This is an optimization exercise on Yosys and OpenROAD, whose aim is small area, not a production implementation. Only simulation tests tie the RTL to the original design; equivalence was not proved. The clock input has no modelled driver; a real chip could not lean on it and would need a root buffer or a full tree. Power figures rest on the tool's default switching activity, not on a simulated workload.

==> flow/design.v (excerpt) <==
module battleship(
input wire clk,
input wire rst,
input wire ARDUINO_A0,
input wire ARDUINO_A1,
input wire ARDUINO_A2,
input wire ARDUINO_A3,
output wire ARDUINO_IO0,
output wire ARDUINO_IO1,
output wire ARDUINO_IO2,
output wire ARDUINO_IO6,
output wire ARDUINO_IO7,
output wire ARDUINO_IO8,
output wire ARDUINO_IO9,
output wire ARDUINO_IO10,
output wire ARDUINO_IO11,
output reg ARDUINO_A4,
output reg ARDUINO_A5,
output wire PMOD1_D0_P,
output wire PMOD1_D0_N,
output wire PMOD1_D1_P,
output wire PMOD1_D1_N,
output wire PMOD1_D2_P,
output wire PMOD1_D2_N,
output wire PMOD2_D0_P,
output wire PMOD2_D0_N,
output wire PMOD2_D1_P,
output wire PMOD2_D2_P,
output wire PMOD2_D2_N,
output wire PMOD2_D3_P,
output wire ARDUINO_IO3,
output wire ARDUINO_IO4,
output wire ARDUINO_IO5
);
Settings: LEC_CHECK=0, CAP_MARGIN=20, CORE_MARGIN=2, CORE_UTILIZATION=65, CTS_BUF_LIST=sky130_fd_sc_hd__clkbuf_16, CTS_CLUSTER_DIAMETER=500, CTS_CLUSTER_SIZE=80, SLEW_MARGIN=20; clock period 5.0 ns.
standard.sh (not shown) runs the stock make flow with config.mk's settings and CLKGATE_MAP_FILE= SYNTH_SCRIPT=/design/flow/synth_recipe.tcl, a recipe that flattens the netlist after the stock synthesis.
==> flow/flow/run.sh <==
#!/bin/bash
# Standard layout, with the port buffers made from the smallest buffer cell.
set -e
export BUFFER_PORTS_ARGS="-buffer_cell sky130_fd_sc_hd__buf_1"
bash standard.sh > standard.log 2>&1
The first run produced a clean layout.
Edit:
==> flow/run.sh (new file) <==
#!/bin/bash
# synth_recipe.tcl (not shown) runs the flow's synth.tcl, then flattens the netlist and writes it again
# the make line also repeats each setting of config.mk as NAME=value (left out here)
make -C /OpenROAD-flow-scripts/flow DESIGN_CONFIG=/design/flow/config.mk WORK_HOME=/design/flow/orfs CLKGATE_MAP_FILE= SYNTH_SCRIPT=/design/flow/synth_recipe.tcl finish
CORE_UTILIZATION = 40   (was 65)
CTS_BUF_LIST = default   (was sky130_fd_sc_hd__clkbuf_16)
CTS_CLUSTER_DIAMETER = default   (was 500)
CTS_CLUSTER_SIZE = default   (was 80)
removed: flow/flow/run.sh
removed: flow/standard.sh
Via count drops by about 0.6%.
Die area climbs by about 60%.
Worst hold slack gets better by 6.3 ps.
First-iteration DRC count drops by about 9%.
Total power drops by 17%.
Core utilization drops by 27 points.
Synthesized area does not change.
Non-clock buffer count is unchanged.
Global-route usage drops by 9.5 points.
Edit:
==> flow/flow/run.sh (new file) <==
#!/bin/bash
# Standard layout, with the port buffers made from the smallest buffer cell
# and a clock tree of few, large buffers without dummy loads.
set -e
export BUFFER_PORTS_ARGS="-buffer_cell sky130_fd_sc_hd__buf_1"
export CTS_ARGS="-sink_clustering_enable -sink_clustering_size 80 -sink_clustering_max_diameter 300 -buf_list sky130_fd_sc_hd__clkbuf_16 -root_buf sky130_fd_sc_hd__clkbuf_16 -dont_use_dummy_load -repair_clock_nets"
bash standard.sh > standard.log 2>&1
==> flow/standard.sh (new file) <==
#!/bin/bash
# synth_recipe.tcl (not shown) runs the flow's synth.tcl, then flattens the netlist and writes it again
# the make line also repeats each setting of config.mk as NAME=value (left out here)
make -C /OpenROAD-flow-scripts/flow DESIGN_CONFIG=/design/flow/config.mk WORK_HOME=/design/flow/orfs CLKGATE_MAP_FILE= SYNTH_SCRIPT=/design/flow/synth_recipe.tcl "${@:-finish}"
CORE_UTILIZATION = 65   (was 40)
removed: flow/run.sh
Effect: Utilization rose by 25 points. Final area went down by 5.0%. Clock power goes up by about 13%. Total power is higher by 5.5%. Fmax increases by 14%. Hold slack is worse by 7.4 ps.
Edit:
==> flow/flow/run.sh (replaced) <==
#!/bin/bash
# Standard layout, with the port buffers made from the smallest buffer cell
# and a clock tree of few, large buffers without dummy loads.
set -e
export BUFFER_PORTS_ARGS="-buffer_cell sky130_fd_sc_hd__buf_1"
export CTS_ARGS="-buf_list sky130_fd_sc_hd__clkbuf_8 -root_buf sky130_fd_sc_hd__clkbuf_8 -dont_use_dummy_load -repair_clock_nets"
bash standard.sh > standard.log 2>&1
After rerunning: Clock skew rises by 3.4 ps; via count falls by 1.2%; final cell count is about the same; fmax stays flat; sequential share of layout area rises by 0.86 points; core utilization falls by 1.6 points; first-iteration DRC count falls by 7.3%; area after synthesis is unchanged.
Edit:
==> flow/flow/run.sh (replaced) <==
#!/bin/bash
# The standard layout with three changes:
#  - synthesis maps the logic with an area-oriented ABC script (flow/area.abc);
#    everything else in synthesis (registers, flattening, renaming) is the standard flow's own
#  - the port buffers are made from the smallest buffer cell
#  - the clock tree uses clkbuf_8 buffers and no dummy loads
set -e
here=$PWD
export MY_ABC_SCRIPT=$here/flow/area.abc
sed 's#log_cmd abc {\*}\$abc_args#log_cmd abc -script $::env(MY_ABC_SCRIPT) {*}[lrange $abc_args 2 end]#' \
    $FLOW_HOME/scripts/synth.tcl > $here/synth_area.tcl
grep -q 'MY_ABC_SCRIPT' $here/synth_area.tcl
sed "s#\$::env(SCRIPTS_DIR)/synth.tcl#$here/synth_area.tcl#" synth_recipe.tcl > $here/synth_recipe_area.tcl
grep -q 'synth_area.tcl' $here/synth_recipe_area.tcl
export BUFFER_PORTS_ARGS="-buffer_cell sky130_fd_sc_hd__buf_1"
export CTS_ARGS="-buf_list sky130_fd_sc_hd__clkbuf_8 -root_buf sky130_fd_sc_hd__clkbuf_8 -dont_use_dummy_load -repair_clock_nets"
bash standard.sh SYNTH_SCRIPT=$here/synth_recipe_area.tcl finish > standard.log 2>&1
==> flow/flow/area.abc (new file) <==
strash
&get -n
&fraig -x
&put
scorr
dc2
strash
&get -n
&dch -f
&nf -R 1000 -p
&put
The changed run completed with no timing, DRC or antenna violations.
Flip-flop and latch count stays the same.
Clock skew hardly moves.
Count of clock-buffer cells in the layout stays the same.
Final area decreases by 7.1%.
Power is about the same.
Critical path depth does not change.
Wire length stays flat.
Synthesized cell count came out lower by 8.0%.
Clock power climbs by about 2%.

* * *

Another version of the RTL of battleship (not shown whole).
Size: ~390 cells after synthesis, roughly 68 flip-flops, about 32 I/O pins.
## battleship
module battleship(
input wire clk,
input wire rst,
input wire ARDUINO_A0,
input wire ARDUINO_A1,
input wire ARDUINO_A2,
input wire ARDUINO_A3,
output wire ARDUINO_IO0,
output wire ARDUINO_IO1,
output wire ARDUINO_IO2,
output wire ARDUINO_IO6,
output wire ARDUINO_IO7,
output wire ARDUINO_IO8,
output wire ARDUINO_IO9,
output wire ARDUINO_IO10,
output wire ARDUINO_IO11,
output reg ARDUINO_A4,
output reg ARDUINO_A5,
output wire PMOD1_D0_P,
output wire PMOD1_D0_N,
output wire PMOD1_D1_P,
output wire PMOD1_D1_N,
output wire PMOD1_D2_P,
output wire PMOD1_D2_N,
output wire PMOD2_D0_P,
output wire PMOD2_D0_N,
output wire PMOD2_D1_P,
output wire PMOD2_D2_P,
output wire PMOD2_D2_N,
output wire PMOD2_D3_P,
output wire ARDUINO_IO3,
output wire ARDUINO_IO4,
output wire ARDUINO_IO5
);
reg [5:0] sub;        
reg [1:0] pr, pc;
reg [2:0] q;          
localparam [5:0] SUB_DISP = 6'd48;    
localparam [5:0] SUB_LAST = 6'd9;     
wire dtick = (sub == SUB_DISP);
wire sub_last = (sub == SUB_LAST);
wire gtick = sub_last && q[1] && q[0] && (pr == 2'd1) && (pc == 2'd1);
wire       slot_wrap = pc[1] || (pr == 2'd3);
wire [1:0] nr = slot_wrap ? pr + 2'd1 : pr;
wire [1:0] nc = {!slot_wrap && pc[0], !slot_wrap && !pc[0]};
always @(posedge clk) begin
    sub <= (rst || sub_last) ? 6'd0 : {sub[4:0], ~(sub[5] ^ sub[4])};
    if (rst) begin
        pr <= 2'd3;
        pc <= 2'd0;
        q <= 0;
    end else if (dtick) begin
        pr <= nr;
        pc <= nc;
        if (pr == 2'd2 && pc[1])
            q <= {q[1:0], !(q[2] || q[1])};
    end
end
reg [1:0] step;
reg atk;
reg [1:0] inputRow, inputCol;
reg hit;              
reg [2:0] X;
reg p2, big;
wire       turn   = big;
wire [1:0] hitsP1 = {p2, X[2]};
wire [1:0] hitsP2 = X[1:0];
wire       big_s  = big && !atk;
reg [8:0] fired1, fired2, ship1, ship2;
wire never_shown;
wire s_row = (step == 2'd0);
wire s_col = (step == 2'd1);
wire s_com = (step == 2'd2);
  ...
Settings: LEC_CHECK=0, CAP_MARGIN=20, CORE_MARGIN=2, CORE_UTILIZATION=65, SLEW_MARGIN=20; clock period 5.0 ns.
==> flow/flow/run.sh <==
#!/bin/bash
# The standard layout with three changes:
#  - synthesis maps the logic with an area-oriented ABC script (flow/area.abc)
#    and leaves adders to ABC instead of mapping them to adder cells;
#    everything else in synthesis (registers, flattening, renaming) is the standard flow's own
#  - the port buffers are made from the smallest buffer cell
#  - the clock port drives four clkbuf_8 buffers, one per group of registers
#    (flow/cts_hook.tcl), in place of TritonCTS's tree
# Each tool's output goes to standard.log and the ORFS logs under orfs/logs.
set -e
here=$PWD
export MY_ABC_SCRIPT=$here/flow/area.abc
sed 's#log_cmd abc {\*}\$abc_args#log_cmd abc -script $::env(MY_ABC_SCRIPT) {*}[lrange $abc_args 2 end]#' \
    $FLOW_HOME/scripts/synth.tcl > $here/synth_area.tcl
grep -q 'MY_ABC_SCRIPT' $here/synth_area.tcl
sed "s#\$::env(SCRIPTS_DIR)/synth.tcl#$here/synth_area.tcl#" synth_recipe.tcl > $here/synth_recipe_area.tcl
grep -q 'synth_area.tcl' $here/synth_recipe_area.tcl
export BUFFER_PORTS_ARGS="-buffer_cell sky130_fd_sc_hd__buf_1"
export FLOW_CLOCK_PORT=clk
export FLOW_CLOCK_BUF=sky130_fd_sc_hd__clkbuf_8
export FLOW_CLOCK_LEVELS=2
export PRE_CTS_TCL=$here/flow/cts_hook.tcl
bash standard.sh SYNTH_SCRIPT=$here/synth_recipe_area.tcl ADDER_MAP_FILE= finish > standard.log 2>&1
==> flow/flow/cts_hook.tcl <==
# Sourced before ORFS's CTS step (PRE_CTS_TCL). The clock port drives a few
# clock buffers directly; the registers are split into as many groups by
# recursive bisection of their placement, and each group's buffer sits at the
# group's centre. This replaces TritonCTS's tree; the rest of the CTS step
# (legalisation, timing repair) runs as usual.
proc my_split { sinks levels } {
  if { $levels == 0 || [llength $sinks] < 2 } { return [list $sinks] }
  set xs {}
  set ys {}
  foreach s $sinks { lappend xs [lindex $s 1]; lappend ys [lindex $s 2] }
  set w [expr { [tcl::mathfunc::max {*}$xs] - [tcl::mathfunc::min {*}$xs] }]
  set h [expr { [tcl::mathfunc::max {*}$ys] - [tcl::mathfunc::min {*}$ys] }]
  set key [expr { $w >= $h ? 1 : 2 }]
  set sorted [lsort -integer -index $key $sinks]
  set half [expr { [llength $sorted] / 2 }]
  return [concat [my_split [lrange $sorted 0 [expr { $half - 1 }]] [expr { $levels - 1 }]] \
                 [my_split [lrange $sorted $half end] [expr { $levels - 1 }]]]
}

proc clock_tree_synthesis { args } {
  set block [ord::get_db_block]
  set db [ord::get_db]
  set port_net [$block findNet $::env(FLOW_CLOCK_PORT)]
  set master [$db findMaster $::env(FLOW_CLOCK_BUF)]
  set sinks {}
  foreach it [$port_net getITerms] {
    set inst [$it getInst]
    set bb [$inst getBBox]
    lappend sinks [list $it [expr { ([$bb xMin] + [$bb xMax]) / 2 }] [expr { ([$bb yMin] + [$bb yMax]) / 2 }]]
  }
  set groups [my_split $sinks $::env(FLOW_CLOCK_LEVELS)]
  set k 0
  foreach g $groups {
    set buf [odb::dbInst_create $block $master clkbuf_leaf_$k]
    set net [odb::dbNet_create $block clknet_leaf_$k]
    $net setSigType CLOCK
    set sx 0
    set sy 0
    foreach s $g {
      set it [lindex $s 0]
      $it disconnect
      $it connect $net
      set sx [expr { $sx + [lindex $s 1] }]
      set sy [expr { $sy + [lindex $s 2] }]
    }
    set n [llength $g]
    [$buf findITerm A] connect $port_net
    [$buf findITerm X] connect $net
    $buf setLocation [expr { $sx / $n }] [expr { $sy / $n }]
    $buf setPlacementStatus PLACED
    puts "clock: buffer $k drives $n register clock pins"
    incr k
  }
  set_propagated_clock [all_clocks]
}
Other scripts of this flow, unchanged in this note and not shown: flow/flow/area.abc
Edit:
--- a/flow/flow/run.sh
+++ b/flow/flow/run.sh
@@ -20 +20 @@
-export FLOW_CLOCK_BUF=sky130_fd_sc_hd__clkbuf_8
+export FLOW_CLOCK_BUF=sky130_fd_sc_hd__buf_6
After rerunning: Via count rises by 0.34%; power came out lower by 1.1%; global-route usage is about the same; routed wire length goes up by 0.47%; sequential share of layout area went up by 0.13 points.
No run of this note takes its clock network from TritonCTS; it comes from the design's own scripts or RTL.

re-timing with driven ports:
In the flow no input, the clock included, has a driving cell. The finished layouts below were timed again as built, in two steps. Step 1, drivers: a clkbuf_16 drives clk and a buf_2 each remaining input, both assumed. Step 2, shift: input delay + t, output delay - t, t = (earliest + latest rising clock arrival at the registers) / 2. This alone moves slack from input paths to output paths. Slacks: ideal ports / drivers / drivers and shift; pairs: ideal ports / drivers.
| run | t, ns | setup WS [ns] | hold WS [ns] | worst setup path at the end | slew at the worst register clock pin (ns) |
|---|---|---|---|---|---|
| the first run of note 1 | 0.365 | 1.813 / 1.778 / 2.143 | 0.444 / 0.444 / 0.444 | register to output | 0.06 / 0.06 |
| the second run of note 1 | 0.379 | 1.451 / 1.420 / 1.799 | 0.450 / 0.450 / 0.450 | register to output | 0.08 / 0.08 |
| the third run of note 1 | 0.354 | 1.891 / 1.856 / 2.210 | 0.443 / 0.443 / 0.443 | register to output | 0.06 / 0.06 |
| the fourth run of note 1 | 0.363 | 1.891 / 1.862 / 2.225 | 0.446 / 0.446 / 0.446 | register to output | 0.07 / 0.07 |
| the fifth run of note 1 | 0.379 | 1.959 / 1.929 / 2.149 | 0.458 / 0.458 / 0.458 | register to register | 0.07 / 0.07 |
| the first run of note 2 | 0.214 | 1.959 / 1.902 / 2.116 | 0.464 / 0.464 / 0.464 | register to output | 0.11 / 0.11 |
| the second run of note 2 | 0.196 | 1.977 / 1.918 / 2.114 | 0.466 / 0.466 / 0.466 | register to output | 0.12 / 0.12 |
After both steps every run listed still meets setup and hold.
